This is an optimization exercise on Yosys and OpenROAD, whose aim is small area, not a production implementation. Only simulation tests tie the RTL to the original design; equivalence was not proved.

// dds_core
module dds_core(
    input  wire        clk,
    input  wire        rst_n,
    input  wire        btn_mode,
    input  wire        rot_a,
    input  wire        rot_b,
    input  wire        btn_step,
    output wire [10:0] rom_addr,
    input  wire [47:0] rom_data,
    output wire [11:0] dac_out
);
    wire wire_rot_c;
    wire wire_btn_simp;
    wire wire_ready;
    wire wire_enable;
    wire wire_tick;
    wire [2:0] wire_mode;
    wire wire_feqchange;
    wire [31:0] wire_out1;
    wire [31:0] wire_out2;
    wire [29:0] wire_delta;
    wire wire_delta_neg;
    button MODE_BTN_module(
        .Fg_CLK(clk), .RESETn(rst_n), .ExtBTN(btn_mode), .IntBTN(wire_btn_simp));
    sampling_control SAMP_module(
        .Fg_CLK(clk), .RESETn(rst_n), .IntBTN(wire_btn_simp), .Tick(wire_tick),
        .Ready(wire_ready), .Enable(wire_enable), .Mode(wire_mode));
    button STEP_BTN_module(
        .Fg_CLK(clk), .RESETn(rst_n), .ExtBTN(btn_step), .IntBTN(wire_rot_c));
    rotary ROTARY_module (
        .Fg_CLK(clk), .RESETn(rst_n), .Rot_B(rot_a), .Rot_A(rot_b), .Rot_C(wire_rot_c),
        .Address(rom_addr), .FreqChng(wire_feqchange), .Tick(wire_tick));
    oscillator OSC_module(
        .Fg_CLK(clk), .RESETn(rst_n), .Enable(wire_enable), .Ready(wire_ready),
        .rom_data(rom_data), .Mode(wire_mode), .freqchange(wire_feqchange),
        .out1(wire_out1), .out2(wire_out2), .delta(wire_delta), .delta_neg(wire_delta_neg));
    interpolator INTERPOLATOR_module(
        .Fg_CLK(clk), .RESETn(rst_n), .out2(wire_out2), .delta(wire_delta),
        .delta_neg(wire_delta_neg), .Enable(wire_enable), .osc_out(dac_out));
endmodule
clock: 80.0 ns
lec_check: 0
abc_area: 1
cap_margin: 0
core_margin: 2
core_utilization: 60
cts_buf_list: sky130_fd_sc_hd__clkbuf_4
slew_margin: 0
run.sh (not shown) runs the stock make flow with config.mk's settings and CLKGATE_MAP_FILE= SYNTH_SCRIPT=/design/flow/synth_recipe.tcl, a recipe that flattens the netlist after the stock synthesis.
Change:
- CAP_MARGIN: 0 -> 20
- CTS_BUF_LIST: sky130_fd_sc_hd__clkbuf_4 -> default
- SLEW_MARGIN: 0 -> 20
Result: Die area does not change. Setup slack is worse by 52 ps. Final cell count came out lower by 1.4%. Flip-flop and latch count stays the same. Global-route usage came out lower by 0.11 points. First-iteration DRC count came out higher by 0.44%. Via count came out lower by 1.1%.

* * *

## red
dds_core, a different RTL version from the one above (not shown whole).
Size in the first run: about 3500 cells after synthesis, ~260 flip-flops, roughly 0.033 mm² of cells after synthesis.
export LEC_CHECK = 0
export ABC_AREA = 1
export CAP_MARGIN = 0
export CORE_MARGIN = 2
export CORE_UTILIZATION = 60
export SLEW_MARGIN = 0
export SYNTH_HIERARCHICAL = 1
create_clock -name core_clock -period 80.0 [get_ports {clk}]
standard.sh (not shown) runs the stock make flow with config.mk's settings and CLKGATE_MAP_FILE= SYNTH_SCRIPT=/design/flow/synth_recipe.tcl, a recipe that flattens the netlist after the stock synthesis.
==> flow/flow/run.sh <==
#!/bin/bash
# Layout flow: the standard ORFS flow (standard.sh, standard synthesis
# unchanged) with two changes to how the layout is made:
#  - the port buffers that ORFS inserts at placement are buf_1 cells;
#  - clock tree synthesis uses clkbuf_8 buffers (sink clusters of up to 14) and
#    inserts no dummy loads;
# The full make output goes to flow_make.log in this folder; ORFS writes each
# step's log under orfs/logs/.
set -euo pipefail
export BUFFER_PORTS_ARGS="-buffer_cell sky130_fd_sc_hd__buf_1"
export CTS_ARGS="-sink_clustering_enable -repair_clock_nets -dont_use_dummy_load -buf_list sky130_fd_sc_hd__clkbuf_8 -sink_clustering_size 14 -sink_clustering_max_diameter 60"
bash standard.sh > flow_make.log 2>&1
red completed; timing, DRC and antenna clean
The inputs of blue differ from those of red as listed below.
- swapping 60 for 70 in CORE_UTILIZATION
- blue finished all stages; however, its layout fails the closing checks, the failures being capacitance limit, slew limit.
- Going from red to blue, critical path depth shrank slightly.
- Relative to red, the number of fillers in the final layout of blue is lower by 25%.
The following lists how green was set up differently from blue:
- swapping 70 for 78 in CORE_UTILIZATION
[summary]
blue finished every stage; the final checks, however, were not passed, the failures being capacitance limit, slew limit. green reached the final stage; the timing, design-rule and antenna checks on its layout passed. Relative to blue, final cell count has gone down in green. Re port buffer count: no difference whatsoever between blue and green. Changes observed in green relative to blue: least setup slack across all paths after layout up 0.24 ns; finished layout cell area shows no meaningful change; count of plain and timing-repair buffers shrank by about 0.6%. Placed instance count went down slightly going from blue to green.

* * *

Another version of the RTL of dds_core (not shown whole).
Size: ~3,600 cells after synthesis.
Settings: LEC_CHECK=0, ABC_AREA=1, CAP_MARGIN=0, CORE_MARGIN=2, CORE_UTILIZATION=75, CTS_BUF_LIST=sky130_fd_sc_hd__clkbuf_2, SLEW_MARGIN=0, SYNTH_HIERARCHICAL=1; clock period 80.0 ns.
run.sh (not shown) runs the stock make flow with config.mk's settings and CLKGATE_MAP_FILE= SYNTH_SCRIPT=/design/flow/synth_recipe.tcl, a recipe that flattens the netlist after the stock synthesis.
Stock flow here: none of the scripts above is used.
Then changed:
- CORE_UTILIZATION: 75 -> 60
- CTS_BUF_LIST: sky130_fd_sc_hd__clkbuf_2 -> sky130_fd_sc_hd__clkbuf_4
Outcome: The new run completed with no timing, DRC or antenna violations. Register-to-register slack loses 0.09 ns. Clock-buffer cell count came out higher by 19.

## what the ideal ports hide
No port has a modelled driver above. Below, the same layouts with a new extraction and two added sets of constraints.
Step 1 assumes that a clkbuf_16 drives the clock port and a buf_2 every other input.
Step 2 moves the port delays by t, midway between the first and last clock arrival at a register: inputs arrive t later, outputs are due t later. That takes back most of the time a late clock gives input paths.
Three values: ideal ports, drivers, drivers and shift; two values: the first two.
run | t, ns | slack for setup (ns) | hold slack, ns | slew at the worst register clock pin (ns) | pins driven straight from the clock port
the first run of note 1 | 0.764 | 48.574 / 48.574 / 48.574 | 0.348 / 0.348 / 0.348 | 0.08 / 0.08 | 1
the second run of note 1 | 0.621 | 48.523 / 48.523 / 48.523 | 0.346 / 0.346 / 0.346 | 0.07 / 0.07 | 1
red | 0.644 | 48.641 / 48.641 / 48.641 | 0.342 / 0.342 / 0.342 | 0.10 / 0.10 | 1
blue | 0.648 | 48.093 / 48.093 / 48.093 | 0.342 / 0.342 / 0.342 | 0.10 / 0.10 | 1
green | 0.655 | 48.338 / 48.338 / 48.338 | 0.354 / 0.354 / 0.354 | 0.10 / 0.10 | 1
the first run of note 3 | 1.099 | 48.974 / 48.974 / 48.974 | 0.349 / 0.349 / 0.349 | 0.12 / 0.12 | 1
the second run of note 3 | 0.832 | 48.881 / 48.881 / 48.881 | 0.343 / 0.343 / 0.343 | 0.08 / 0.08 | 1
